This is an optimization exercise on Yosys and OpenROAD, whose aim is small area and a short achievable clock period, not a production implementation. Where RTL was checked, it was by simulation tests only, not by an equivalence proof against the original. Function not checked in runs 2 to 5: the RTL went through the layout flow alone.

==> flow/design.v <==
`timescale 1ns / 1ps
module lab4_2( 
              input wire      mode,
              input wire[2:0] opCode,
              input wire[3:0] value,
              input clk,
              input reset,
              output reg[9:0] result,
              output reg cacheFull,
              output reg invalidOp,
              output reg overflow);
		reg[9:0] p0;
		reg[9:0] p1;
		reg[5:0] i;
		reg[5:0] j;
		reg[5:0] size;
		reg[3:0] bits;
		reg[5:0] offset;
		reg[2:0] ops [0:31];
		reg[3:0] vals [0:31];
		always @(posedge clk or posedge reset) begin
			if (reset == 1) begin
				for (j = 0; j < 32; j = j + 1) begin
					ops[j] = 0; vals[j] = 0; i=0; cacheFull = 0;
					size = 0; offset = 0; p0 = 0; p1 = 0; result = 0;
				end
				invalidOp = 0; overflow = 0;
			end else begin
				if (mode == 0) begin  
					overflow = 0;
					if (opCode == 3'b011 || opCode == 3'b111) begin
						invalidOp = 1;
					end else begin
						invalidOp = 0;
						if (size == 32) begin
							cacheFull = 1;
						end else begin
							ops[size[4:0]] = opCode;
							vals[size[4:0]] = value;
							size = size + 1;
						end
					end
				end else begin  
					invalidOp = 0;
					if (ops[i[4:0]] == 3'b000) begin  
						result = p0 + vals[i[4:0]];
						if (p0 + vals[i[4:0]] >= 1024) overflow = 1;
						else overflow = 0;
					end else if (ops[i[4:0]] == 3'b001) begin  
						result = p0 + p1 + vals[i[4:0]];
						if (p0 + p1 + vals[i[4:0]] >= 1024) overflow = 1;
						else overflow = 0;
					end else if (ops[i[4:0]] == 3'b010) begin  
						result = p0 * p1 + vals[i[4:0]];
						if (p0 * p1 + vals[i[4:0]] >= 1024) overflow = 1;
						else overflow = 0;
					end else if (ops[i[4:0]] == 3'b100) begin  
						bits = 0;
						for (j = 0; j < 10; j = j + 1) begin
							if (p0[j] == 1) bits = bits + 1;
						end
						result = bits;
						overflow = 0;
					end else if (ops[i[4:0]] == 3'b101) begin  
						for (j = 0; j < 10; j = j + 1) begin
							result[j] = p0[9 - j];
						end
						overflow = 0;
					end else if (ops[i[4:0]] == 3'b110) begin  
						offset = vals[i[4:0]];
					end else begin  
					end
					if (ops[i[4:0]] != 3'b110) begin 
						p1 = p0;
						p0 = result;
					end
					i = i + 1; 
					if (i == size) i = offset;
				end
			end
		end
endmodule
==> flow/run.sh <==
#!/bin/bash
# synth_recipe.tcl (not shown) runs the flow's synth.tcl, then flattens the netlist and writes it again
# the make line also repeats each setting of config.mk as NAME=value (left out here)
make -C /OpenROAD-flow-scripts/flow DESIGN_CONFIG=/design/flow/config.mk WORK_HOME=/design/flow/orfs CLKGATE_MAP_FILE= SYNTH_SCRIPT=/design/flow/synth_recipe.tcl finish
==> flow/config.mk <==
export PLATFORM = sky130hd
export DESIGN_NAME = lab4_2
export DESIGN_NICKNAME = lab4_2
export VERILOG_FILES = /design/flow/design.v
export SDC_FILE = /design/flow/constraint.sdc
export NUM_CORES = 4
export LEC_CHECK = 0
export CAP_MARGIN = 20
export CORE_MARGIN = 2
export CORE_UTILIZATION = 40
export SLEW_MARGIN = 20
==> flow/constraint.sdc <==
create_clock -name core_clock -period 8.0 [get_ports {clk}]
set_input_delay 1.6000 -clock core_clock [delete_from_list [all_inputs] [get_ports {clk}]]
set_output_delay 1.6000 -clock core_clock [all_outputs]
set_load 0.01 [all_outputs]
==> results.txt, run 1 <==
Area of the core: 0.0478 sq mm
Die Area: 0.0503 sq mm
Max-capacitance violation count: 0
Final design instance area without fill: 0.0212 sq mm
Overflow left after global routing: 0
Worst Path Class, Setup: reg -> reg
Result of the run: complete, no violations
Total placed cells including tap cells: 2436
Synthesized instance count: 1905
Multi-input logic area: 0.0114 sq mm
Routed length per instance: 24.3 microns
Number of buffers created by CTS: 31
Startpoint Class: flop
Final hold violation count: 0
Post-placement cell area: 0.0201 sq mm
Data required time of the worst path: 8490 ps
Sum of routed wire length over all layers: 60.5 mm
DRC violation total after the first TritonRoute iteration: 1532
Total of flip-flops plus latches after synthesis: 275
RePlAce Congestion: 0.934
Worst slew margin relative to its limit: 0.227
Post-CTS sizing: 0
Ratio of final minimum period to clock period: 0.855
Slew at the pin with the worst max-slew slack: 1150 ps
Count of unique library cells instantiated by Yosys: 97
Reg2Reg Depth: 22
Sequential fraction of the synthesis area: 0.355
Critical Path End Type: flop
Number of standard cells in the final layout excluding fillers: 2495
Reg2reg setup slack: 1160 ps
Boundary Pins: 23
H-tree depth: 1
WP data arrival: 7340 ps
Vias in the first global route: 15101
Most area-hungry cell type in the Yosys netlist: sky130_fd_sc_hd__dfrtp_1
Total number of vias: 15120
Asr flop ratio synth: 1.00
Achievable clock frequency: 0.146 GHz
First-pass iteration count of the detailed router: 5
Largest cells by area after synthesis: sky130_fd_sc_hd__dfrtp_1 35%, sky130_fd_sc_hd__mux2_2 14%, sky130_fd_sc_hd__fa_1 7.5%
Layout overhead on the synthesized area: 9.37%
Number of cells traversed by the worst hold path: 2
Largest net degree at the start of global routing: 190
Primary flip-flop cell chosen by synthesis mapping: sky130_fd_sc_hd__dfrtp_1
Detailed-route DRC error count: 0
Number of buffers added for setup after CTS: 0
Post-detailed-route count of antenna-violating nets: 0
Post-Place Setup Slack: 1320 ps
Setup repair after global routing missed its margin: false
Number of antenna violations at the first check in global routing: 0
Share of layout cells above drive strength 1: 0.193
Longest Clk Path Bufs: 3
Final setup violation count: 0
Clk sinks: 275
Port-buffer cells: 22
HP Class: reg -> reg
Global-route usage over all layers: 0.243
Detailed-route vias per instance: 6.06
Netlist Area Pre-Place: 0.0194 sq mm
Number of cell rows: 80
Chip height: 224 microns
Count of synthesis-stage warnings from yosys: 3
Root Buffer Master: sky130_fd_sc_hd__clkbuf_16
Worst-skew pair later-pin latency: 600 ps
Starting Density: 0.405
Setup slack of the critical path after layout: 1160 ps
Proportion of netlist area held by the largest area contributor: 0.355
Mapped Avg Cell Area: 10.2 sq um
Final number of max-transition violations: 0
Detailed Place HPWL: 42.7 mm
Worst clock skew: 23.5 ps
CTS tree: built
Summed negative setup slack over all endpoints: 0 ps
Die X-Extent: 224 microns
Fillers: 4520
Min Clock Period, post-route: 6840 ps
Clock transition at the registers of the reported paths: 60 ps
Maximum fanout count along the critical path: 47
Number of flops mapped to enable cells by yosys: 0
CTS Hold Bufs: 0
Post-Syn Nets: 2099
Number of nets in the finished design: 2049
Global-route wire length before repair: 94.0 mm
Sequential Area: 0.00689 sq mm
## stage by stage
stage,hold slack (ps),utilization
finish,484,0.443
global route,510,0.443
CTS,492,0.443
detailed placement,476,0.419
global placement,463,0.419
floorplan,443,-
## routing by layer
| metal | GRT usage | vias to the layer above | part of all wire |
|---|---|---|---|
| met1 | 0.360 | 7790 | 0.46 |
| met5 | 0 | - | 0 |
| met2 | 0.368 | 563 | 0.44 |
| li1 | - | 6654 | - |
| met3 | 0.0388 | 113 | 0.070 |
| met4 | 0.0699 | 0 | 0.029 |
## Yosys cell counts (all sizes together) (16+ instances only)
cell type,n
buf,41
xor2,18
o21ai,80
a22oi,29
nand4,17
a21oi,71
mux2,247
nor3,21
a21o,17
fa,73
mux2i,22
inv,146
nand2,152
ha,111
clkbuf,97
nor2,81
and3,16
xnor2,32
and2,52
nor2b,17
a31oi,22
dfrtp,275
nand3,37
## cell families (layout without fill, tap and decap cells)
family	Yosys count	after routing	share of synthesized area
AOI/OAI and AO/OA	380	380	0.137
adders and majority gates	184	184	0.147
other	0	1	0
xor gates and xnor gates	52	52	0.0254
and+or+nand+nor	459	459	0.120
DFF	275	275	0.355
buffers and inverters	285	259	0.0590
muxes	270	270	0.157
## critical path, cell delays in order, from the launching register on
cell	delay (ps)
sky130_fd_sc_hd__dfrtp_2	790
sky130_fd_sc_hd__buf_4	570
sky130_fd_sc_hd__nor2b_1	510
sky130_fd_sc_hd__a22o_1	230
sky130_fd_sc_hd__a22oi_1	90
sky130_fd_sc_hd__o21ai_0	440
sky130_fd_sc_hd__nor4_1	170
sky130_fd_sc_hd__a41oi_1	540
sky130_fd_sc_hd__ha_1	330
sky130_fd_sc_hd__ha_1	220
sky130_fd_sc_hd__fa_1	520
sky130_fd_sc_hd__ha_1	200
sky130_fd_sc_hd__inv_1	70
sky130_fd_sc_hd__fa_1	410
sky130_fd_sc_hd__nor2b_1	180
sky130_fd_sc_hd__o31a_1	210
sky130_fd_sc_hd__o2111ai_1	170
sky130_fd_sc_hd__nand3b_1	200
sky130_fd_sc_hd__nand2_1	80
sky130_fd_sc_hd__a311oi_1	270
sky130_fd_sc_hd__nand3_1	120
sky130_fd_sc_hd__nor4b_2	170
sky130_fd_sc_hd__a311oi_1	240
## state kept, by name, indices dropped and copies added (netlist names)
name,flops
cacheFull,1
i,6
invalidOp,1
offset,6
ops,96
overflow,1
p0,10
p1,10
result,10
size,6
vals,128
## placed cells by master, fill, tap and decap left out, types with 11 or more instances in the layout
cell type,instances
sky130_fd_sc_hd__a211oi_1,12
sky130_fd_sc_hd__and3_1,16
sky130_fd_sc_hd__a32oi_1,13
sky130_fd_sc_hd__dfrtp_1,272
sky130_fd_sc_hd__and2_1,52
sky130_fd_sc_hd__buf_4,31
sky130_fd_sc_hd__nand3_1,37
sky130_fd_sc_hd__mux2i_1,21
sky130_fd_sc_hd__a22o_1,12
sky130_fd_sc_hd__a31oi_1,21
sky130_fd_sc_hd__a21oi_1,67
sky130_fd_sc_hd__nand2_1,152
sky130_fd_sc_hd__fa_1,73
sky130_fd_sc_hd__o21ai_1,18
sky130_fd_sc_hd__xnor2_1,31
sky130_fd_sc_hd__nor3_1,21
sky130_fd_sc_hd__clkbuf_16,31
sky130_fd_sc_hd__o21ai_0,60
sky130_fd_sc_hd__clkdlybuf4s50_1,22
sky130_fd_sc_hd__ha_1,111
sky130_fd_sc_hd__mux2_2,241
sky130_fd_sc_hd__nor2b_1,16
sky130_fd_sc_hd__xor2_1,18
sky130_fd_sc_hd__o211ai_1,11
sky130_fd_sc_hd__a21o_1,17
sky130_fd_sc_hd__a22oi_1,29
sky130_fd_sc_hd__inv_1,144
sky130_fd_sc_hd__nand4_1,17
sky130_fd_sc_hd__nor2_1,78
## path summary, 6_finish.rpt
| check | start | endpoint |
|---|---|---|
| worst max-delay path | i[4] | overflow |
| worst min-delay path | offset[3] | offset[3] |
| worst max register to register | i[4] | overflow |
| worst min register to register | offset[3] | offset[3] |
| max in group asynchronous | reset | ops[11][2] |
| min in group asynchronous | reset | size[4] |
## final cells by class
cell class	count	area share
Sequential cell	275	0.325
Multi-Input combinational cell	1345	0.537
Tap cell	615	0.0363
Antenna cell	1	0.000118
Timing Repair Buffer	55	0.0236
Clock buffer	44	0.0422
Clock inverter	13	0.00991
Inverter	147	0.0262
==> run 2: changes to the inputs <==
==> flow/design.v (replaced) <==
`timescale 1ns / 1ps
module lab4_2( 
              input wire      mode,
              input wire[2:0] opCode,
              input wire[3:0] value,
              input clk,
              input reset,
              output reg[9:0] result,
              output reg cacheFull,
              output reg invalidOp,
              output reg overflow);
	reg [9:0] p1;
	reg [5:0] i;
	reg [5:0] size;
	reg [3:0] offset;
	reg [2:0] ops  [0:31];
	reg [3:0] vals [0:31];
	wire load_ok = ~mode & ~(opCode[1] & opCode[0]) & ~size[5];
	always @(posedge clk) begin
		if (load_ok) begin
			ops[size[4:0]]  <= opCode;
			vals[size[4:0]] <= value;
		end
	end
	wire       valid = size[5] | (i[4:0] < size[4:0]);
	wire [2:0] op = valid ? ops[i[4:0]]  : 3'b000;
	wire [3:0] v  = valid ? vals[i[4:0]] : 4'b0000;
	wire is_add2 = (op == 3'b001);
	wire is_fma  = (op == 3'b010);
	wire is_setr = (op == 3'b110);
	wire [19:0] prod = result * p1;
	wire [11:0] addend = is_fma ? prod[11:0] : ({2'b00, result} + (is_add2 ? {2'b00, p1} : 12'd0));
	wire [12:0] sum = {1'b0, addend} + {9'd0, v};
	wire        ovf = sum[12] | sum[11] | sum[10] | (is_fma & (|prod[19:12]));
	reg [3:0] popc;
	integer k;
	always @(*) begin
		popc = 4'd0;
		for (k = 0; k < 10; k = k + 1) popc = popc + result[k];
	end
	wire [9:0] brev = {result[0], result[1], result[2], result[3], result[4],
	                   result[5], result[6], result[7], result[8], result[9]};
	wire [9:0] res_new = op[2] ? (op[0] ? brev : {6'd0, popc}) : sum[9:0];
	wire       ovf_new = op[2] ? 1'b0 : ovf;
	wire [3:0] off_new = is_setr ? v : offset;
	wire [5:0] i_inc = i + 6'd1;
	wire [5:0] i_new = (i_inc == size) ? {2'b00, off_new} : i_inc;
	always @(posedge clk or posedge reset) begin
		if (reset) begin
			result <= 10'd0; p1 <= 10'd0; i <= 6'd0; size <= 6'd0; offset <= 4'd0;
			cacheFull <= 1'b0; invalidOp <= 1'b0; overflow <= 1'b0;
		end else if (~mode) begin
			overflow <= 1'b0;
			invalidOp <= opCode[1] & opCode[0];
			if (~(opCode[1] & opCode[0])) begin
				if (size[5]) cacheFull <= 1'b1;
				else size <= size + 6'd1;
			end
		end else begin
			invalidOp <= 1'b0;
			offset <= off_new;
			i <= i_new;
			if (!is_setr) begin
				result <= res_new;
				overflow <= ovf_new;
				p1 <= result;
			end
		end
	end
endmodule
==> results.txt, run 2 <==
Startpoint Class: flop
CTS Hold Bufs: 0 (unchanged)
Number of flops mapped to enable cells by yosys: 224 (+224)
Most common library cells after synthesis: 224 x sky130_fd_sc_hd__edfxtp_1, 112 x sky130_fd_sc_hd__inv_1, 103 x sky130_fd_sc_hd__nand2_1
Final number of max-transition violations: 0 (unchanged)
Routed length per instance: 21.1 microns (-13%)
Largest cells by area after synthesis: sky130_fd_sc_hd__edfxtp_1 43%, sky130_fd_sc_hd__fa_1 9.1%, sky130_fd_sc_hd__mux4_2 7.7%
Mux contribution to synthesized area: 0.110 (-0.0465)
Starting Density: 0.402 (-0.00286)
First-pass iteration count of the detailed router: 5 (unchanged)
Post-Syn Nets: 1373 (-35%)
Netlist Area Pre-Place: 0.0155 sq mm (-20%)
Global-route usage over all layers: 0.186 (-0.0574)
Detailed-route vias per instance: 5.41 (-11%)
Chip height: 201 microns (-10%)
Mapped Avg Cell Area: 12.8 sq um (+25%)
Layout Utilization: 0.442 (-0.00160)
WP data arrival: 7370 ps (+30 ps)
Largest family of logic cells by synthesized area: adder cells
Global-route wire length before repair: 57.9 mm (-38%)
Count of unique library cells instantiated by Yosys: 72 (-26%)
Die X-Extent: 201 microns (-10%)
Detailed Place HPWL: 26.1 mm (-39%)
Synthesized-area fraction occupied by and/or/nand/nor cells: 0.104 (-0.0161)
Asr flop ratio synth: 0.148 (-0.852)
Number of antenna violations at the first check in global routing: 0 (unchanged)
Achievable clock frequency: 0.145 GHz (-0.98%)
Proportion of netlist area held by the largest area contributor: 0.434 (+0.0796)
Worst-skew pair later-pin latency: 550 ps (-50 ps)
Sequential Area: 0.00771 sq mm (+12%)
Total of flip-flops plus latches after synthesis: 263 (-4.4%)
Number of nets in the finished design: 1379 (-33%)
Number of cell rows: 72 (-10%)
Number of buffers created by CTS: 27 (-13%)
Die Area: 0.0403 sq mm (-20%)
Maximum fanout count along the critical path: 27 (-43%)
Synthesized instance count: 1212 (-36%)
Fraction of the mapped netlist area in compound gates: 0.0722 (-0.0646)
Total number of vias: 9486 (-37%)
Vias in the first global route: 9764 (-35%)
Setup repair after global routing missed its margin: false
Post-detailed-route count of antenna-violating nets: 0 (unchanged)
Longest Clk Path Bufs: 3 (unchanged)
Fillers: 3523 (-22%)
Final hold violation count: 0 (unchanged)
Most area-hungry cell type in the Yosys netlist: sky130_fd_sc_hd__edfxtp_1
Data required time of the worst path: 8460 ps (-30 ps)
Summed negative setup slack over all endpoints: 0 ps (unchanged)
Clock transition at the registers of the reported paths: 60 ps (about the same)
Critical Path End Type: flop
Worst Path Class, Setup: reg -> reg
Max-capacitance violation count: 0 (unchanged)
Port-buffer cells: 22 (unchanged)
Final design instance area without fill: 0.0170 sq mm (-20%)
Overflow left after global routing: 0 (unchanged)
Worst clock skew: 16.8 ps (-6.68 ps)
Most frequent cells in the layout: 224 x sky130_fd_sc_hd__edfxtp_1, 111 x sky130_fd_sc_hd__inv_1, 103 x sky130_fd_sc_hd__nand2_1
HP Class: reg -> reg
DRC violation total after the first TritonRoute iteration: 671 (-56%)
Post-CTS sizing: 0 (unchanged)
Boundary Pins: 23 (unchanged)
Most common cell after layout, fill and taps aside: sky130_fd_sc_hd__edfxtp_1
Area of the core: 0.0385 sq mm (-20%)
Worst slew margin relative to its limit: 0.277 (+0.0493)
Post-placement cell area: 0.0162 sq mm (-19%)
Largest net degree at the start of global routing: 47 (-75%)
RePlAce Congestion: 0.875 (-6.4%)
Ratio of final minimum period to clock period: 0.864 (+0.00843)
Layout overhead on the synthesized area: 9.75%
Slew at the pin with the worst max-slew slack: 1080 ps (-69.6 ps)
Sum of routed wire length over all layers: 37.0 mm (-39%)
Primary flip-flop cell chosen by synthesis mapping: sky130_fd_sc_hd__edfxtp_1
Count of synthesis-stage warnings from yosys: 1 (-2)
Clk sinks: 263 (-4.4%)
# diodes: 0 (-1)
Share of layout cells above drive strength 1: 0.105 (-0.0874)
CTS tree: built
Synthesized-area fraction occupied by adder cells: 0.156 (+0.00901)
Result of the run: complete, no violations
Most numerous cell in the Yosys netlist: sky130_fd_sc_hd__edfxtp_1
H-tree depth: 1 (unchanged)
Number of buffers added for setup after CTS: 0 (unchanged)
Post-synthesis xor/xnor area fraction: 0.0158 (-0.00952)
Sequential fraction of the synthesis area: 0.498 (+0.143)
Min Clock Period, post-route: 6910 ps (+67.5 ps)
Detailed-route DRC error count: 0 (unchanged)
Final setup violation count: 0 (unchanged)
Multi-input logic area: 0.00710 sq mm (-38%)
Root Buffer Master: sky130_fd_sc_hd__clkbuf_16
Flip-flop count of the largest register, all copies and words added: 128 (unchanged)
[run 2: layout make-up]
| class | count | share of cell area |
|---|---|---|
| repair buffers | 32 | 0.0165 |
| clock inverters | 16 | 0.00869 |
| clock buffers | 30 | 0.0404 |
| well taps | 518 | 0.0381 |
| flip-flops and latches | 263 | 0.454 |
| inverters | 113 | 0.0250 |
| multi-input cells | 781 | 0.418 |
[run 2: per-stage QoR]
step	hold slack [ps]	cells	setup WS, ps
floorplan	475	1212	2490
global placement	448	1707	1150
detailed placement	454	1707	1090
CTS	466	1753	1070
global route	490	1753	477
finish	457	1753	1090
[run 2: critical path: stages, from the launching register on]
cell	delay, ps
sky130_fd_sc_hd__dfrtp_2	890
sky130_fd_sc_hd__buf_4	490
sky130_fd_sc_hd__nor2_1	260
sky130_fd_sc_hd__a22oi_1	240
sky130_fd_sc_hd__nand3b_1	110
sky130_fd_sc_hd__a21oi_1	440
sky130_fd_sc_hd__o21ai_1	400
sky130_fd_sc_hd__nor3_1	850
sky130_fd_sc_hd__and2_1	240
sky130_fd_sc_hd__ha_1	220
sky130_fd_sc_hd__inv_1	70
sky130_fd_sc_hd__fa_1	400
sky130_fd_sc_hd__nand2b_1	180
sky130_fd_sc_hd__a211oi_1	420
sky130_fd_sc_hd__o21ai_0	160
sky130_fd_sc_hd__a21oi_1	240
sky130_fd_sc_hd__xor2_1	340
sky130_fd_sc_hd__nand3_1	120
sky130_fd_sc_hd__mux2_4	310
sky130_fd_sc_hd__o21a_1	230
sky130_fd_sc_hd__o31ai_2	210
[run 2: logic make-up (layout without fill, tap and decap cells)]
| group | after synthesis | count (layout) |
|---|---|---|
| AO/OA/AOI/OAI | 171 | 171 |
| buffers and inverters | 168 | 191 |
| AND/OR/NAND/NOR | 328 | 328 |
| XOR/XNOR | 28 | 28 |
| flip-flops | 263 | 263 |
| adder cells (fa/ha/maj) | 151 | 151 |
| multiplexers | 103 | 103 |
[run 2: metal layers]
metal	up-vias	share of wire	wire, microns	track usage
met4	0	0.028	1030	0.0579
met1	4834	0.44	16200	0.250
met2	239	0.49	18100	0.314
met3	57	0.045	1660	0.0268
met5	-	0	0	0
li1	4356	-	-	-
[run 2: path summary, 6_finish.rpt]
path / slack, ps / depth (start not counted) / end / from
worst max-delay path: 1090 / 20 / overflow / i[0]
worst min-delay path: 460 / 1 / cacheFull / cacheFull
worst max register to register: 1090 / 20 / overflow / i[0]
worst min register to register: 460 / 1 / cacheFull / cacheFull
max in group asynchronous: 5680 / 2 / i[1] / reset
min in group asynchronous: 1630 / 2 / overflow / reset
==> run 3: changes to the inputs <==
--- a/flow/config.mk
+++ b/flow/config.mk
@@ -7,2 +7,3 @@
 export LEC_CHECK = 0
+export ABC_CLOCK_PERIOD_IN_PS = 3500
 export CAP_MARGIN = 20
@@ -10,2 +11,3 @@
 export CORE_UTILIZATION = 40
+export SETUP_SLACK_MARGIN = 4.5
 export SLEW_MARGIN = 20
==> results.txt, run 3 <==
H-tree depth: 1 (unchanged)
Sum of routed wire length over all layers: 38.1 mm (+3.0%)
Detailed Place HPWL: 25.1 mm (-3.8%)
Critical Path End Type: flop
Clk sinks: 263 (unchanged)
Total number of vias: 9709 (+2.4%)
Longest Clk Path Bufs: 3 (unchanged)
Number of cell rows: 72 (unchanged)
Worst slew margin relative to its limit: 0.383 (+0.107)
Data required time of the worst path: 8400 ps (-60 ps)
Netlist Area Pre-Place: 0.0155 sq mm (unchanged)
Largest net degree at the start of global routing: 40 (-15%)
Final number of max-transition violations: 0 (unchanged)
Flip-flop count of the largest register, all copies and words added: 128 (unchanged)
Kind of cell adding the most delay to the critical path: adder cells
Asr flop ratio synth: 0.148 (unchanged)
Total of flip-flops plus latches after synthesis: 263 (unchanged)
CP dominant cell by count: sky130_fd_sc_hd__fa_1
Count of synthesis-stage warnings from yosys: 1 (unchanged)
Worst flop-to-flop path startpoint: p1[6]
Number of antenna violations at the first check in global routing: 0 (unchanged)
Clock transition at the registers of the reported paths: 60 ps (about the same)
Root Buffer Master: sky130_fd_sc_hd__clkbuf_16
Routed length per instance: 21.0 microns (-0.50%)
RePlAce Congestion: 0.851 (-2.8%)
Overflow left after global routing: 0 (unchanged)
Proportion of netlist area held by the largest area contributor: 0.434 (unchanged)
Cell with the largest stage delay on the worst path: sky130_fd_sc_hd__fa_1
Critical path cell sequence: and2_4 -> fa_1 -> inv_1 -> fa_1 -> inv_1 -> fa_1 -> fa_1 -> inv_1 -> fa_1 -> inv_1 -> ha_2 -> a21o_1 -> and2_4 -> a221oi_2 -> o22ai_1 -> or3_1 -> nor2_1 -> o211ai_1 -> o311ai_2 -> o31ai_2
Min Clock Period, post-route: 5400 ps (-1510 ps)
Result of the run: complete, no violations
Die Area: 0.0403 sq mm (unchanged)
Number of nets in the finished design: 1437 (+4.2%)
Final hold violation count: 0 (unchanged)
Area of the core: 0.0385 sq mm (unchanged)
Boundary Pins: 23 (unchanged)
Detailed-route vias per instance: 5.35 (-1.1%)
Largest cells by area after synthesis: sky130_fd_sc_hd__edfxtp_1 43%, sky130_fd_sc_hd__fa_1 9.1%, sky130_fd_sc_hd__mux4_2 7.7%
Number of flops mapped to enable cells by yosys: 224 (unchanged)
Peak per-stage delay on the critical path: 530 ps (-360 ps)
CTS tree: built
Setup repair after global routing missed its margin: true
Ratio of final minimum period to clock period: 0.674 (-0.189)
Final setup violation count: 0 (unchanged)
Worst clock skew: 24.3 ps (+7.51 ps)
Chip height: 201 microns (unchanged)
Global-route usage over all layers: 0.189 (+0.00269)
Achievable clock frequency: 0.185 GHz (+28%)
Crit path buf inv count: 4 (+2)
Worst-skew pair later-pin latency: 540 ps (about the same)
Critical Path Start: p1[6]
Global-route wire length before repair: 59.1 mm (+2.0%)
Summed negative setup slack over all endpoints: 0 ps (unchanged)
Most common cell after layout, fill and taps aside: sky130_fd_sc_hd__edfxtp_1
Post-Syn Nets: 1373 (unchanged)
Most frequent cells in the layout: 224 x sky130_fd_sc_hd__edfxtp_1, 108 x sky130_fd_sc_hd__inv_1, 95 x sky130_fd_sc_hd__nand2_1
Most area-hungry cell type in the Yosys netlist: sky130_fd_sc_hd__edfxtp_1
Worst Path Class, Setup: reg -> reg
Total placed cells including tap cells: 1705 (-0.12%)
Count of unique library cells instantiated by Yosys: 72 (unchanged)
Most numerous cell in the Yosys netlist: sky130_fd_sc_hd__edfxtp_1
First-pass iteration count of the detailed router: 5 (unchanged)
Most common library cells after synthesis: 224 x sky130_fd_sc_hd__edfxtp_1, 112 x sky130_fd_sc_hd__inv_1, 103 x sky130_fd_sc_hd__nand2_1
Number of buffers created by CTS: 28 (+3.7%)
Synthesized instance count: 1212 (unchanged)
Vias in the first global route: 10100 (+3.4%)
Starting Density: 0.402 (unchanged)
Startpoint Class: flop
HP Class: reg -> reg
Slew at the pin with the worst max-slew slack: 924 ps (-158 ps)
CTS Hold Bufs: 0 (unchanged)
Layout overhead on the synthesized area: 18.1%
Sequential fraction of the synthesis area: 0.498 (unchanged)
Share of layout cells above drive strength 1: 0.238 (+0.133)
Post-detailed-route count of antenna-violating nets: 0 (unchanged)
Number of standard cells in the final layout excluding fillers: 1814 (+3.5%)
Detailed-route DRC error count: 0 (unchanged)
Die X-Extent: 201 microns (unchanged)
# diodes: 0 (unchanged)
Reg2reg setup slack: 2600 ps (+1510 ps)
Maximum fanout count along the critical path: 11 (-59%)
WP data arrival: 5800 ps (-1570 ps)
Max-capacitance violation count: 0 (unchanged)
Start point of the worst min-delay path: cacheFull
Primary flip-flop cell chosen by synthesis mapping: sky130_fd_sc_hd__edfxtp_1
Port-buffer cells: 22 (unchanged)
Mapped Avg Cell Area: 12.8 sq um (unchanged)
DRC violation total after the first TritonRoute iteration: 718 (+7.0%)
## run 3: cell types whose count changed in the layout (fill, tap and decap cells not counted), moves of 8 or more
cell | before | now
sky130_fd_sc_hd__nand2_1 | 103 | 95
sky130_fd_sc_hd__buf_6 | 0 | 8
sky130_fd_sc_hd__dfrtp_4 | 1 | 9
sky130_fd_sc_hd__nor2_1 | 73 | 39
sky130_fd_sc_hd__dfrtp_1 | 37 | 17
sky130_fd_sc_hd__buf_4 | 10 | 52
sky130_fd_sc_hd__dfrtp_2 | 1 | 13
sky130_fd_sc_hd__ha_1 | 81 | 69
sky130_fd_sc_hd__nor2_4 | 0 | 33
sky130_fd_sc_hd__ha_4 | 0 | 8
## run 3: worst reg2reg max path: cells and delay by family (launching register included)
kind,cells,cell delay [ps]
AOI/OAI and AO/OA,6,1130
adders and majority gates,6,2600
buffers and inverters,4,190
DFF,1,510
and+or+nand+nor,4,820
## run 3: repair_timing
item,CTS,global route
endpoints found under the hold margin,0,0
gates resized for setup,107,59
endpoints found under the setup margin,257,212
pin swaps,8,18
buffers inserted,27,32
## run 3: cell type report
type	count	area (sq um)
clock buffers	33	741
clock inverters	17	93.8
fillers	3419	20200
inverters	113	424
multi-input cells	781	7800
flip-flops and latches	263	7750
well taps	518	648
repair buffers	89	831
## run 3: kinds of logic (layout without fill, tap and decap cells)
family	Yosys count	in the layout	synth area share
buffers and inverters	168	252	0.0441
DFF	263	263	0.498
muxes	103	103	0.110
AOI/OAI and AO/OA	171	171	0.0722
adders and majority gates	151	151	0.156
and+or+nand+nor	328	328	0.104
xor gates and xnor gates	28	28	0.0158
## run 3: path summary, 6_finish.rpt
| path | depth (start not counted) | to |
|---|---|---|
| setup / recovery | 20 | overflow |
| hold / removal | 1 | cacheFull |
| setup reg to reg | 20 | overflow |
| hold reg to reg | 1 | cacheFull |
| max in group asynchronous | 2 | i[2] |
| min in group asynchronous | 2 | result[5] |
## run 3: per-layer routing
metal / vias up / global-route usage / routed length (microns)
met4: 0 / 0.0426 / 553
met1: 4974 / 0.260 / 17000
met2: 211 / 0.322 / 19000
met5: - / 0 / 0
met3: 42 / 0.0227 / 1600
li1: 4482 / - / -
## run 3: through the flow
step,setup slack (ps),utilization,cell area (sq um),hold slack (ps)
finish,2600,0.475,18300,482
global route,2430,0.475,18300,495
CTS,2630,0.462,17800,484
detailed placement,2360,0.424,16300,471
global placement,2480,0.424,16300,472
floorplan,2970,-,15700,475
==> run 4: changes to the inputs <==
--- a/flow/design.v
+++ b/flow/design.v
@@ -30,11 +30,38 @@
 	wire is_setr = (op == 3'b110);
-	wire [19:0] prod = result * p1;
-	wire [11:0] addend = is_fma ? prod[11:0] : ({2'b00, result} + (is_add2 ? {2'b00, p1} : 12'd0));
-	wire [12:0] sum = {1'b0, addend} + {9'd0, v};
-	wire        ovf = sum[12] | sum[11] | sum[10] | (is_fma & (|prod[19:12]));
+	wire [10:0] a11 = {1'b0, result};
+	wire [11:0] b12 = {2'b00, p1};
+	reg  [10:0] rows [0:5];
+	reg  [10:0] negs;
+	integer k, w;
+	reg one, two, neg, bm;
+	reg [10:0] mg;
+	always @(*) begin
+		negs = 11'd0;
+		for (k = 0; k < 6; k = k + 1) begin
+			bm = (k == 0) ? 1'b0 : b12[2*k-1];
+			one = b12[2*k] ^ bm;
+			two = (b12[2*k+1] & ~b12[2*k] & ~bm) | (~b12[2*k+1] & b12[2*k] & bm);
+			neg = b12[2*k+1];
+			mg = one ? a11 : two ? {a11[9:0], 1'b0} : 11'd0;
+			mg = (mg ^ {11{neg}}) << (2*k);
+			rows[k] = mg;
+			negs[2*k] = neg;
+		end
+	end
+	wire [10:0] tf = rows[0] + rows[1] + rows[2] + rows[3] + rows[4] + rows[5] + negs + {7'd0, v};
+	reg big;
+	integer m;
+	always @(*) begin
+		big = 1'b0;
+		for (m = 1; m < 10; m = m + 1)
+			big = big | ((|(result >> m)) & (|(p1 >> (10 - m))));
+	end
+	wire [11:0] sadd = {2'b00, result} + (is_add2 ? {2'b00, p1} : 12'd0) + {8'd0, v};
+	wire [9:0]  sum = is_fma ? tf[9:0] : sadd[9:0];
+	wire        ovf = is_fma ? (big | tf[10]) : (sadd[11] | sadd[10]);
 	reg [3:0] popc;
-	integer k;
+	integer q;
 	always @(*) begin
 		popc = 4'd0;
-		for (k = 0; k < 10; k = k + 1) popc = popc + result[k];
+		for (q = 0; q < 10; q = q + 1) popc = popc + result[q];
 	end
--- a/flow/config.mk
+++ b/flow/config.mk
@@ -7,3 +7,2 @@
 export LEC_CHECK = 0
-export ABC_CLOCK_PERIOD_IN_PS = 3500
 export CAP_MARGIN = 20
@@ -11,3 +10,3 @@
 export CORE_UTILIZATION = 40
-export SETUP_SLACK_MARGIN = 4.5
+export SETUP_SLACK_MARGIN = 5
 export SLEW_MARGIN = 20
==> results.txt, run 4 <==
Worst-skew pair later-pin latency: 560 ps (+20 ps)
Reg2Reg Depth: 20 (unchanged)
Port-buffer cells: 22 (unchanged)
Total number of vias: 9128 (-6.0%)
Area of the core: 0.0343 sq mm (-11%)
Largest cells by area after synthesis: sky130_fd_sc_hd__edfxtp_1 49%, sky130_fd_sc_hd__mux4_2 8.3%, sky130_fd_sc_hd__dfrtp_1 7.1%
Most common cell after layout, fill and taps aside: sky130_fd_sc_hd__edfxtp_1
Data required time of the worst path: 8430 ps (+30 ps)
Most numerous cell in the Yosys netlist: sky130_fd_sc_hd__edfxtp_1
Achievable clock frequency: 0.203 GHz (+9.6%)
H-tree depth: 1 (unchanged)
Count of unique library cells instantiated by Yosys: 62 (-14%)
Detailed-route vias per instance: 5.61 (+4.9%)
Final setup violation count: 0 (unchanged)
Met3 wirelength from detailed routing: 2.04 mm (+28%)
CTS Hold Bufs: 0 (unchanged)
Post-placement cell area: 0.0145 sq mm (-11%)
Most common library cells after synthesis: 224 x sky130_fd_sc_hd__edfxtp_1, 79 x sky130_fd_sc_hd__nand2_1, 73 x sky130_fd_sc_hd__nor2_1
Sequential fraction of the synthesis area: 0.558 (+0.0600)
DRC violation total after the first TritonRoute iteration: 834 (+16%)
Worst slew margin relative to its limit: 0.402 (+0.0184)
Global-route wire length before repair: 56.1 mm (-5.0%)
Number of buffers created by CTS: 29 (+3.6%)
# diodes: 0 (unchanged)
Met2 WL post-DR: 18.4 mm (-3.1%)
Slew at the pin with the worst max-slew slack: 895 ps (-28.2 ps)
Min Clock Period, post-route: 4920 ps (-474 ps)
Most frequent cells in the layout: 224 x sky130_fd_sc_hd__edfxtp_1, 74 x sky130_fd_sc_hd__nand2_1, 66 x sky130_fd_sc_hd__buf_4
Setup repair after global routing missed its margin: true
Hold slack: 447 ps (-35.0 ps)
RePlAce Congestion: 0.856 (+0.63%)
Detailed Place HPWL: 22.2 mm (-11%)
Mapped Avg Cell Area: 13.2 sq um (+3.3%)
Vias in the first global route: 8935 (-12%)
WP data arrival: 5350 ps (-450 ps)
First-pass iteration count of the detailed router: 8 (+3)
Fillers: 2897 (-15%)
Routed metal-1 wire length: 15.8 mm (-7.5%)
Detailed-route DRC error count: 0 (unchanged)
Largest net degree at the start of global routing: 40 (unchanged)
Final design instance area without fill: 0.0171 sq mm (-6.3%)
Worst flop-to-flop path startpoint: i[0]
Number of flops mapped to enable cells by yosys: 224 (unchanged)
Capture point of the worst path: overflow
Routed length per instance: 23.1 microns (+10%)
Boundary Pins: 23 (unchanged)
Post-Syn Nets: 1136 (-17%)
RR Endpoint: overflow
Layout overhead on the synthesized area: 24.1%
Number of antenna violations at the first check in global routing: 0 (unchanged)
Share of layout cells above drive strength 1: 0.293 (+0.0545)
Summed negative setup slack over all endpoints: 0 ps (unchanged)
Post-detailed-route count of antenna-violating nets: 0 (unchanged)
Asr flop ratio synth: 0.148 (unchanged)
Overflow left after global routing: 0 (unchanged)
Reg2reg setup slack: 3080 ps (+470 ps)
Number of nets in the finished design: 1237 (-14%)
HP Class: reg -> reg
Final hold violation count: 0 (unchanged)
Primary flip-flop cell chosen by synthesis mapping: sky130_fd_sc_hd__edfxtp_1
Synthesized instance count: 1047 (-14%)
Clk sinks: 263 (unchanged)
Die Area: 0.0360 sq mm (-11%)
Top Layer Used: met4
Sum of routed wire length over all layers: 37.6 mm (-1.4%)
Ratio of final minimum period to clock period: 0.615 (-0.0593)
Start point of the worst min-delay path: cacheFull
Worst Path Class, Setup: reg -> reg
Total of flip-flops plus latches after synthesis: 263 (unchanged)
Critical Path Start: i[0]
Count of synthesis-stage warnings from yosys: 2 (+1)
Startpoint Class: flop
Starting Density: 0.403 (+0.000481)
Maximum fanout count along the critical path: 5 (-6)
Number of cell rows: 68 (-5.6%)
Die X-Extent: 190 microns (-5.4%)
Critical Path End Type: flop
Final number of max-transition violations: 0 (unchanged)
CTS tree: built
Flip-flop count of the largest register, all copies and words added: 128 (unchanged)
Result of the run: complete, no violations
Global-route usage over all layers: 0.209 (+0.0201)
Chip height: 190 microns (-5.4%)
Netlist Area Pre-Place: 0.0138 sq mm (-11%)
Longest Clk Path Bufs: 3 (unchanged)
Root Buffer Master: sky130_fd_sc_hd__clkbuf_16
Layout Utilization: 0.500 (+0.0244)
Most area-hungry cell type in the Yosys netlist: sky130_fd_sc_hd__edfxtp_1
Proportion of netlist area held by the largest area contributor: 0.487 (+0.0524)
Clock transition at the registers of the reported paths: 70 ps (about the same)
Max-capacitance violation count: 0 (unchanged)
Worst clock skew: 22.0 ps (-2.36 ps)
==> run 4: changes by cell type after synthesis, moves of 10 or more <==
| cell | change |
|---|---|
| sky130_fd_sc_hd__a21oi_1 | +10 |
| sky130_fd_sc_hd__o31ai_1 | +10 |
| sky130_fd_sc_hd__xor2_1 | +25 |
| sky130_fd_sc_hd__ha_1 | -31 |
| sky130_fd_sc_hd__and2_1 | -70 |
| sky130_fd_sc_hd__mux2i_1 | -15 |
| sky130_fd_sc_hd__inv_1 | -50 |
| sky130_fd_sc_hd__o21ai_0 | +14 |
| sky130_fd_sc_hd__fa_1 | -41 |
| sky130_fd_sc_hd__nand3_1 | -11 |
| sky130_fd_sc_hd__nor4_1 | +10 |
| sky130_fd_sc_hd__nand2_1 | -24 |
==> run 4: cell type report <==
class                      instances  area, sq um  area share
tap                              455          569      0.0332
multi-input combinational        656         6200       0.362
clock buffer                      33          741      0.0432
sequential                       263         7730       0.451
inverter                          62          241      0.0141
timing repair buffer             136         1440      0.0837
clock inverter                    21          216      0.0126
==> run 4: how the worst min path moves through the flow <==
stage                 to  slack (ps)  cells after the start
3_3_place_gp   cacheFull         450                      1
4_1_cts        cacheFull         450                      1
6_report       cacheFull         450                      1
5_1_grt        cacheFull         490                      1
3_5_place_dp   cacheFull         450                      1
2_1_floorplan  offset[3]         450                      2
==> run 4: what timing repair did <==
action | 4_1_cts | 5_1_grt
setup buffers | 70 | 28
endpoints found under the hold margin | 0 | 0
cloned | 5 | 0
gates resized for setup | 195 | 46
pin swaps | 35 | 30
endpoints found under the setup margin | 270 | 257
==> run 4: cell families (layout without fill, tap and decap cells) <==
kind of cell               after synthesis  count (layout)  share of synthesized area
muxes                                   86              86                      0.109
adders and majority gates               79              79                     0.0873
buffers and inverters                  130             252                     0.0407
and+or+nand+nor                        235             237                     0.0791
AOI/OAI and AO/OA                      196             196                     0.0888
DFF                                    263             263                      0.558
xor gates and xnor gates                58              58                     0.0378
==> run 4: per-layer routing <==
| metal | vias to the layer above | track usage |
|---|---|---|
| li1 | 4125 | - |
| met1 | 4629 | 0.278 |
| met2 | 288 | 0.349 |
| met3 | 86 | 0.0295 |
| met4 | 0 | 0.0799 |
| met5 | - | 0 |
==> run 4: critical path: stages, from the launching register on <==
cell                       delay [ps]
sky130_fd_sc_hd__dfrtp_4          470
sky130_fd_sc_hd__buf_12           150
sky130_fd_sc_hd__buf_12           130
sky130_fd_sc_hd__mux4_2           500
sky130_fd_sc_hd__mux4_2           540
sky130_fd_sc_hd__a22o_4           280
sky130_fd_sc_hd__fa_1             500
sky130_fd_sc_hd__inv_1             50
sky130_fd_sc_hd__fa_1             540
sky130_fd_sc_hd__inv_2             40
sky130_fd_sc_hd__ha_4             150
sky130_fd_sc_hd__ha_4             150
sky130_fd_sc_hd__a21o_1           180
sky130_fd_sc_hd__a211oi_2         200
sky130_fd_sc_hd__nor2_2            70
sky130_fd_sc_hd__o41ai_2          220
sky130_fd_sc_hd__buf_4            190
sky130_fd_sc_hd__nor3b_2          160
sky130_fd_sc_hd__o21ai_1           90
sky130_fd_sc_hd__nand4_1           90
sky130_fd_sc_hd__o211ai_1          90
==> run 4: stage by stage <==
step / worst slack, ps / instances
6_report: 3080 / 1626
5_1_grt: 2960 / 1626
3_5_place_dp: 2130 / 1469
2_1_floorplan: 3110 / 1047
3_3_place_gp: 2280 / 1469
4_1_cts: 3110 / 1598
==> run 5: changes to the inputs <==
--- a/flow/config.mk
+++ b/flow/config.mk
@@ -7,2 +7,3 @@
 export LEC_CHECK = 0
+export ABC_CLOCK_PERIOD_IN_PS = 2500
 export CAP_MARGIN = 20
==> results.txt, run 5 <==
Root Buffer Master: sky130_fd_sc_hd__clkbuf_16
Setup repair after global routing missed its margin: true
Worst flop-to-flop path startpoint: i[0]
Number of antenna violations at the first check in global routing: 0 (unchanged)
Synthesized instance count: 1047 (unchanged)
Total of flip-flops plus latches after synthesis: 263 (unchanged)
RR Endpoint: overflow
Peak per-stage delay on the critical path: 540 ps (about the same)
Longest Clk Path Bufs: 3 (unchanged)
Flip-flop count of the largest register, all copies and words added: 128 (unchanged)
Min Clock Period, post-route: 4920 ps (unchanged)
Startpoint Class: flop
Maximum fanout count along the critical path: 5 (unchanged)
Total number of vias: 9128 (unchanged)
Achievable clock frequency: 0.203 GHz (unchanged)
Netlist Area Pre-Place: 0.0138 sq mm (unchanged)
Hold worst-path end: cacheFull
Count of unique library cells instantiated by Yosys: 62 (unchanged)
CTS Hold Bufs: 0 (unchanged)
RePlAce Congestion: 0.856 (unchanged)
Cell with the largest stage delay on the worst path: sky130_fd_sc_hd__mux4_2
Worst slew margin relative to its limit: 0.402 (unchanged)
First-pass iteration count of the detailed router: 8 (unchanged)
Post-Syn Nets: 1136 (unchanged)
Routed length per instance: 23.1 microns (unchanged)
Largest net degree at the start of global routing: 40 (unchanged)
Overflow left after global routing: 0 (unchanged)
Global-route usage over all layers: 0.209 (unchanged)
Number of flops mapped to enable cells by yosys: 224 (unchanged)
Count of synthesis-stage warnings from yosys: 2 (unchanged)
Worst Path Class, Setup: reg -> reg
Post-Place Setup Slack: 2130 ps (unchanged)
Most common cell after layout, fill and taps aside: sky130_fd_sc_hd__edfxtp_1
Clk sinks: 263 (unchanged)
Proportion of netlist area held by the largest area contributor: 0.487 (unchanged)
Starting Density: 0.403 (unchanged)
Clock transition at the registers of the reported paths: 70 ps (about the same)
Critical Path End Type: flop
Final setup violation count: 0 (unchanged)
Port-buffer cells: 22 (unchanged)
Result of the run: complete, no violations
Summed negative setup slack over all endpoints: 0 ps (unchanged)
Mapped Avg Cell Area: 13.2 sq um (unchanged)
Number of cells traversed by the worst hold path: 1 (unchanged)
Detailed-route DRC error count: 0 (unchanged)
DRC violation total after the first TritonRoute iteration: 834 (unchanged)
Slew at the pin with the worst max-slew slack: 895 ps (unchanged)
Post-detailed-route count of antenna-violating nets: 0 (unchanged)
WP data arrival: 5350 ps (about the same)
Die X-Extent: 190 microns (unchanged)
Final hold violation count: 0 (unchanged)
Global-route wire length before repair: 56.1 mm (unchanged)
Vias in the first global route: 8935 (unchanged)
Boundary Pins: 23 (unchanged)
H-tree depth: 1 (unchanged)
CTS tree: built
Fillers: 2897 (unchanged)
Setup slack of the critical path after layout: 3080 ps (unchanged)
Primary flip-flop cell chosen by synthesis mapping: sky130_fd_sc_hd__edfxtp_1
Ratio of final minimum period to clock period: 0.615 (unchanged)
Number of nets in the finished design: 1237 (unchanged)
Critical path cell sequence: buf_12 -> buf_12 -> mux4_2 -> mux4_2 -> a22o_4 -> fa_1 -> inv_1 -> fa_1 -> inv_2 -> ha_4 -> ha_4 -> a21o_1 -> a211oi_2 -> nor2_2 -> o41ai_2 -> buf_4 -> nor3b_2 -> o21ai_1 -> nand4_1 -> o211ai_1
Detailed Place HPWL: 22.2 mm (unchanged)
Final number of max-transition violations: 0 (unchanged)
Reg2Reg Depth: 20 (unchanged)
Area of the core: 0.0343 sq mm (unchanged)
Die Area: 0.0360 sq mm (unchanged)
Most area-hungry cell type in the Yosys netlist: sky130_fd_sc_hd__edfxtp_1
Max-capacitance violation count: 0 (unchanged)
Number of buffers created by CTS: 29 (unchanged)
Chip height: 190 microns (unchanged)
Sum of routed wire length over all layers: 37.6 mm (unchanged)
Share of layout cells above drive strength 1: 0.293 (unchanged)
Start point of the worst min-delay path: cacheFull
Critical Path Start: i[0]
Data required time of the worst path: 8430 ps (about the same)
Sequential fraction of the synthesis area: 0.558 (unchanged)
Layout overhead on the synthesized area: 24.1% (unchanged)
Worst clock skew: 22.0 ps (unchanged)
Detailed-route vias per instance: 5.61 (unchanged)
Reg2reg setup slack: 3080 ps (about the same)
Most common library cells after synthesis: 224 x sky130_fd_sc_hd__edfxtp_1, 79 x sky130_fd_sc_hd__nand2_1, 73 x sky130_fd_sc_hd__nor2_1
# diodes: 0 (unchanged)
Asr flop ratio synth: 0.148 (unchanged)
Number of cell rows: 68 (unchanged)
HP Class: reg -> reg
Worst-skew pair later-pin latency: 560 ps (about the same)
Most frequent cells in the layout: 224 x sky130_fd_sc_hd__edfxtp_1, 74 x sky130_fd_sc_hd__nand2_1, 66 x sky130_fd_sc_hd__buf_4
Most numerous cell in the Yosys netlist: sky130_fd_sc_hd__edfxtp_1
Largest cells by area after synthesis: sky130_fd_sc_hd__edfxtp_1 49%, sky130_fd_sc_hd__mux4_2 8.3%, sky130_fd_sc_hd__dfrtp_1 7.1%
==> run 5: kinds of logic (layout without fill, tap and decap cells) <==
logic type      count (synthesis)  count (layout)  synth area share
flops                         263             263             0.558
simple gates                  235             237            0.0791
compound gates                196             196            0.0888
buf+inv                       130             252            0.0407
mux                            86              86             0.109
fa+ha+maj                      79              79            0.0873
xor+xnor                       58              58            0.0378
==> run 5: metrics by stage <==
stage,util,cells,hold WS (ps),cell area [sq um]
5_1_grt,0.500,1626,495,17100
3_3_place_gp,0.423,1469,449,14500
4_1_cts,0.489,1598,454,16800
2_1_floorplan,-,1047,450,14000
3_5_place_dp,0.423,1469,445,14500
6_report,0.500,1626,447,17100
==> run 5: layout make-up <==
class | instances | area (sq um) | area share
Sequential cell | 263 | 7730 | 0.451
Multi-Input combinational cell | 656 | 6200 | 0.362
Timing Repair Buffer | 136 | 1440 | 0.0837
Clock buffer | 33 | 741 | 0.0432
Tap cell | 455 | 569 | 0.0332
Inverter | 62 | 241 | 0.0141
Clock inverter | 21 | 216 | 0.0126
==> run 5: timing repair <==
action | CTS | global route
setup buffers | 70 | 28
endpoints found under the setup margin | 270 | 257
gates cloned | 5 | 0
gates resized for setup | 195 | 46
pin swaps | 35 | 30
==> run 5: worst max-delay path: cells and delay by family, from the launching register on <==
family,cells,cell delay [ps]
compound gates,6,1060
fa+ha+maj,4,1340
buf+inv,5,560
flops,1,470
mux,2,1040
simple gates,3,320
==> run 5: layer usage <==
metal	global-route usage	wire length [microns]	vias to the layer above
met4	0.0799	1440	0
li1	-	-	4125
met5	0	0	-
met3	0.0295	2040	86
met2	0.349	18400	288
met1	0.278	15800	4629
==> run 5: how the worst max path moves through the flow <==
stage | end | cells past startpoint | slack [ps]
6_report | overflow | 20 | 3080
5_1_grt | overflow | 20 | 2960
4_1_cts | overflow | 20 | 3110
3_5_place_dp | overflow | 21 | 2130
3_3_place_gp | overflow | 21 | 2280
2_1_floorplan | overflow | 21 | 3110
==> run 6: changes to the inputs <==
--- a/flow/design.v
+++ b/flow/design.v
@@ -17,3 +17,6 @@
 	reg [3:0] vals [0:31];
-	wire load_ok = ~mode & ~(opCode[1] & opCode[0]) & ~size[5];
+	reg [2:0] op;
+	reg [3:0] v;
+	wire in_ok   = ~(opCode[1] & opCode[0]);
+	wire load_ok = ~mode & in_ok & ~size[5];
 	always @(posedge clk) begin
@@ -24,8 +27,6 @@
 	end
-	wire       valid = size[5] | (i[4:0] < size[4:0]);
-	wire [2:0] op = valid ? ops[i[4:0]]  : 3'b000;
-	wire [3:0] v  = valid ? vals[i[4:0]] : 4'b0000;
-	wire is_add2 = (op == 3'b001);
-	wire is_fma  = (op == 3'b010);
-	wire is_setr = (op == 3'b110);
+	wire is_add2 = ~op[2] & op[0];
+	wire is_fma  = ~op[2] & op[1];
+	wire is_setr = op[2] & op[1];
+	wire [11:0] sadd = {2'b00, result} + (is_add2 ? {2'b00, p1} : 12'd0) + {8'd0, v};
 	wire [10:0] a11 = {1'b0, result};
@@ -34,3 +35,3 @@
 	reg  [10:0] negs;
-	integer k, w;
+	integer k;
 	reg one, two, neg, bm;
@@ -45,4 +46,3 @@
 			mg = one ? a11 : two ? {a11[9:0], 1'b0} : 11'd0;
-			mg = (mg ^ {11{neg}}) << (2*k);
-			rows[k] = mg;
+			rows[k] = (mg ^ {11{neg}}) << (2*k);
 			negs[2*k] = neg;
@@ -58,5 +58,2 @@
 	end
-	wire [11:0] sadd = {2'b00, result} + (is_add2 ? {2'b00, p1} : 12'd0) + {8'd0, v};
-	wire [9:0]  sum = is_fma ? tf[9:0] : sadd[9:0];
-	wire        ovf = is_fma ? (big | tf[10]) : (sadd[11] | sadd[10]);
 	reg [3:0] popc;
@@ -69,4 +66,5 @@
 	                   result[5], result[6], result[7], result[8], result[9]};
-	wire [9:0] res_new = op[2] ? (op[0] ? brev : {6'd0, popc}) : sum[9:0];
-	wire       ovf_new = op[2] ? 1'b0 : ovf;
+	wire [9:0] res_new = op[2] ? (op[0] ? brev : {6'd0, popc}) :
+	                     is_fma ? tf[9:0] : sadd[9:0];
+	wire       ovf_new = ~op[2] & (is_fma ? (big | tf[10]) : (sadd[11] | sadd[10]));
 	wire [3:0] off_new = is_setr ? v : offset;
@@ -74,2 +72,5 @@
 	wire [5:0] i_new = (i_inc == size) ? {2'b00, off_new} : i_inc;
+	wire       f_valid = size[5] | (i_new[4:0] < size[4:0]);
+	wire [2:0] f_op = f_valid ? ops[i_new[4:0]]  : 3'b000;
+	wire [3:0] f_v  = f_valid ? vals[i_new[4:0]] : 4'b0000;
 	always @(posedge clk or posedge reset) begin
@@ -78,8 +79,13 @@
 			cacheFull <= 1'b0; invalidOp <= 1'b0; overflow <= 1'b0;
+			op <= 3'b000; v <= 4'b0000;
 		end else if (~mode) begin
 			overflow <= 1'b0;
-			invalidOp <= opCode[1] & opCode[0];
-			if (~(opCode[1] & opCode[0])) begin
+			invalidOp <= ~in_ok;
+			if (in_ok) begin
 				if (size[5]) cacheFull <= 1'b1;
 				else size <= size + 6'd1;
+			end
+			if (load_ok && i[4:0] == size[4:0]) begin
+				op <= opCode;
+				v <= value;
 			end
@@ -89,2 +95,4 @@
 			i <= i_new;
+			op <= f_op;
+			v <= f_v;
 			if (!is_setr) begin
--- a/flow/config.mk
+++ b/flow/config.mk
@@ -7,3 +7,2 @@
 export LEC_CHECK = 0
-export ABC_CLOCK_PERIOD_IN_PS = 2500
 export CAP_MARGIN = 20
==> results.txt, run 6 <==
Result of the run: complete, no violations
Primary flip-flop cell chosen by synthesis mapping: sky130_fd_sc_hd__edfxtp_1
Chip height: 196 microns (+3.1%)
Die Area: 0.0383 sq mm (+6.2%)
Most common cell after layout, fill and taps aside: sky130_fd_sc_hd__edfxtp_1
Post-Place Setup Slack: 2970 ps (+843 ps)
RePlAce Congestion: 0.909 (+6.3%)
Worst clock skew: 16.5 ps (-5.44 ps)
Number of antenna violations at the first check in global routing: 0 (unchanged)
Sum of routed wire length over all layers: 45.2 mm (+20%)
Largest cells by area after synthesis: sky130_fd_sc_hd__edfxtp_1 46%, sky130_fd_sc_hd__dfrtp_1 7.8%, sky130_fd_sc_hd__ha_1 4.2%
Maximum fanout count along the critical path: 6 (+1)
Sequential fraction of the synthesis area: 0.536 (-0.0214)
Final number of max-transition violations: 0 (unchanged)
Starting Density: 0.403 (about the same)
Clk sinks: 270 (+2.7%)
Post-Syn Nets: 1335 (+18%)
Die X-Extent: 196 microns (+3.1%)
Longest Clk Path Bufs: 3 (unchanged)
Layout overhead on the synthesized area: 28.7%
Detailed Place HPWL: 26.2 mm (+18%)
DRC violation total after the first TritonRoute iteration: 1165 (+40%)
Number of nets in the finished design: 1470 (+19%)
Number of buffers created by CTS: 29 (unchanged)
Port-buffer cells: 22 (unchanged)
Slew at the pin with the worst max-slew slack: 748 ps (-147 ps)
Count of unique library cells instantiated by Yosys: 75 (+21%)
Area of the core: 0.0364 sq mm (+6.3%)
Worst Path Class, Setup: reg -> reg
Data required time of the worst path: 8430 ps (about the same)
Vias in the first global route: 10815 (+21%)
Clock transition at the registers of the reported paths: 60 ps (about the same)
Critical Path End Type: flop
Most frequent cells in the layout: 224 x sky130_fd_sc_hd__edfxtp_1, 120 x sky130_fd_sc_hd__nand2_1, 108 x sky130_fd_sc_hd__buf_4
Setup repair after global routing missed its margin: true
Total number of vias: 11007 (+21%)
Startpoint Class: flop
Final hold violation count: 0 (unchanged)
Number of cell rows: 70 (+2.9%)
Flip-flop count of the largest register, all copies and words added: 128 (unchanged)
Post-detailed-route count of antenna-violating nets: 0 (unchanged)
Mapped Avg Cell Area: 11.8 sq um (-11%)
Netlist Area Pre-Place: 0.0147 sq mm (+6.4%)
Overflow left after global routing: 0 (unchanged)
Detailed-route DRC error count: 0 (unchanged)
Most numerous cell in the Yosys netlist: sky130_fd_sc_hd__edfxtp_1
Worst-skew pair later-pin latency: 560 ps (about the same)
CTS tree: built
Detailed-route vias per instance: 5.88 (+4.7%)
Routed length per instance: 24.1 microns (+4.4%)
Most area-hungry cell type in the Yosys netlist: sky130_fd_sc_hd__edfxtp_1
Synthesized instance count: 1247 (+19%)
Max-capacitance violation count: 0 (unchanged)
Worst slew margin relative to its limit: 0.501 (+0.0994)
Ratio of final minimum period to clock period: 0.497 (-0.118)
Achievable clock frequency: 0.252 GHz (+24%)
WP data arrival: 4410 ps (-940 ps)
Global-route wire length before repair: 67.9 mm (+21%)
HP Class: reg -> reg
Proportion of netlist area held by the largest area contributor: 0.458 (-0.0291)
Asr flop ratio synth: 0.170 (+0.0221)
Total of flip-flops plus latches after synthesis: 270 (+2.7%)
Share of layout cells above drive strength 1: 0.300 (+0.00695)
Root Buffer Master: sky130_fd_sc_hd__clkbuf_16
Summed negative setup slack over all endpoints: 0 ps (unchanged)
Min Clock Period, post-route: 3980 ps (-946 ps)
Count of synthesis-stage warnings from yosys: 2 (unchanged)
H-tree depth: 1 (unchanged)
Largest net degree at the start of global routing: 47 (+18%)
Setup slack of the critical path after layout: 4020 ps (+946 ps)
Number of flops mapped to enable cells by yosys: 224 (unchanged)
First-pass iteration count of the detailed router: 6 (-2)
Final setup violation count: 0 (unchanged)
Global-route usage over all layers: 0.234 (+0.0247)
# diodes: 0 (unchanged)
Boundary Pins: 23 (unchanged)
Most common library cells after synthesis: 224 x sky130_fd_sc_hd__edfxtp_1, 129 x sky130_fd_sc_hd__nand2_1, 69 x sky130_fd_sc_hd__a21oi_1
-- run 6: changes by cell type after synthesis, moves of 18 or more --
cell                       before  now
sky130_fd_sc_hd__a211oi_1       9   30
sky130_fd_sc_hd__a21boi_0       0   24
sky130_fd_sc_hd__mux2_2         4   24
sky130_fd_sc_hd__mux4_2        51    4
sky130_fd_sc_hd__nand2_1       79  129
sky130_fd_sc_hd__nand3_1       13   31
-- run 6: cell type report --
cell class | instances | area (sq um)
Clock buffer | 32 | 737
Multi-Input combinational cell | 835 | 7180
Timing Repair inverter | 1 | 8.76
Fill cell | 3091 | 17500
Tap cell | 468 | 586
Sequential cell | 270 | 7930
Clock inverter | 21 | 185
Inverter | 67 | 308
Timing Repair Buffer | 178 | 1990
-- run 6: metal layers --
metal  vias up  part of all wire  track usage
li1       4912                 -            -
met1      5460              0.41        0.318
met2       529              0.49        0.396
met3       106             0.074       0.0266
met4         0             0.033       0.0679
met5         -                 0            0
-- run 6: cells by family after synthesis --
family                   count (synthesis)  share of synthesized area
multiplexers                            76                     0.0581
buffers and inverters                  145                     0.0427
AND/OR/NAND/NOR                        310                     0.0984
adder cells (fa/ha/maj)                 78                     0.0812
flip-flops                             270                      0.536
AO/OA/AOI/OAI                          302                      0.142
XOR/XNOR                                66                     0.0419
-- run 6: worst max-delay path, cell delays in order (launching register included) --
cell	delay, ps
sky130_fd_sc_hd__dfrtp_1	390
sky130_fd_sc_hd__buf_12	130
sky130_fd_sc_hd__clkinv_8	50
sky130_fd_sc_hd__ha_4	300
sky130_fd_sc_hd__buf_6	140
sky130_fd_sc_hd__o31ai_4	60
sky130_fd_sc_hd__fa_1	480
sky130_fd_sc_hd__inv_1	50
sky130_fd_sc_hd__fa_1	530
sky130_fd_sc_hd__inv_2	50
sky130_fd_sc_hd__ha_4	250
sky130_fd_sc_hd__fa_2	390
sky130_fd_sc_hd__a21oi_2	180
sky130_fd_sc_hd__o21bai_2	120
sky130_fd_sc_hd__a21oi_2	130
sky130_fd_sc_hd__nor2_1	50
sky130_fd_sc_hd__nor2_1	120
sky130_fd_sc_hd__xor2_1	180
sky130_fd_sc_hd__nand2_1	70
sky130_fd_sc_hd__o21ai_1	90
sky130_fd_sc_hd__o22ai_1	90
-- run 6: path summary, 6_finish.rpt --
check | depth (start not counted) | slack, ps | endpoint | startpoint
min in group asynchronous | 3 | 1560 | i[2] | reset
max in group asynchronous | 3 | 5850 | p1[7] | reset
hold reg to reg | 2 | 490 | offset[3] | offset[3]
setup / recovery | 20 | 4020 | result[9] | p1[1]
hold / removal | 2 | 490 | offset[3] | offset[3]
setup reg to reg | 20 | 4020 | result[9] | p1[1]
-- run 6: what timing repair did --
item / in CTS / in global routing
buffers inserted: 90 / 40
gates cloned: 12 / 3
gates resized for setup: 212 / 59
endpoints found under the setup margin: 271 / 140
hold buffers: 0 / 0
pin swaps: 45 / 51
-- run 6: through the flow --
| stage | cell area (sq um) | hold slack [ps] | util | instances |
|---|---|---|---|---|
| after detailed placement | 15600 | 484 | 0.427 | 1674 |
| after global placement | 15600 | 467 | 0.427 | 1674 |
| after CTS | 18200 | 499 | 0.500 | 1829 |
| after global routing | 18900 | 542 | 0.519 | 1872 |
| after floorplan | 15200 | 450 | - | 1247 |
| final | 18900 | 491 | 0.519 | 1872 |

[port drivers added, routing unchanged]
How much do the figures lean on ideal ports? The routed layouts below were timed once more, with nothing changed but the port constraints.
Step 1, drivers: a clkbuf_16 drives clk and a buf_2 each remaining input, both assumed.
Step 2 times the ports against the registers' clock, not the clock port: input delays grow and output delays shrink by t, the midpoint of the rising clock arrivals with the driver on.
Slacks: ideal / step 1 / step 2; pairs: ideal / step 1.
| run | shift t [ns] | setup slack, ns | worst hold slack (ns) | worst data-port slew with drivers (ns) |
|---|---|---|---|---|
| run 1 | 0.646 | 1.159 / 1.159 / 1.159 | 0.484 / 0.484 / 0.484 | 0.03 |
| run 2 | 0.589 | 1.091 / 1.091 / 1.091 | 0.457 / 0.457 / 0.457 | 0.03 |
| run 3 | 0.575 | 2.604 / 2.604 / 2.604 | 0.482 / 0.482 / 0.482 | 0.03 |
| run 4 | 0.597 | 3.079 / 3.079 / 3.079 | 0.447 / 0.447 / 0.447 | 0.03 |
| run 5 | 0.597 | 3.079 / 3.079 / 3.079 | 0.447 / 0.447 / 0.447 | 0.03 |
| run 6 | 0.603 | 4.025 / 4.025 / 4.025 | 0.491 / 0.491 / 0.491 | 0.03 |
After both steps every run listed still meets setup and hold.
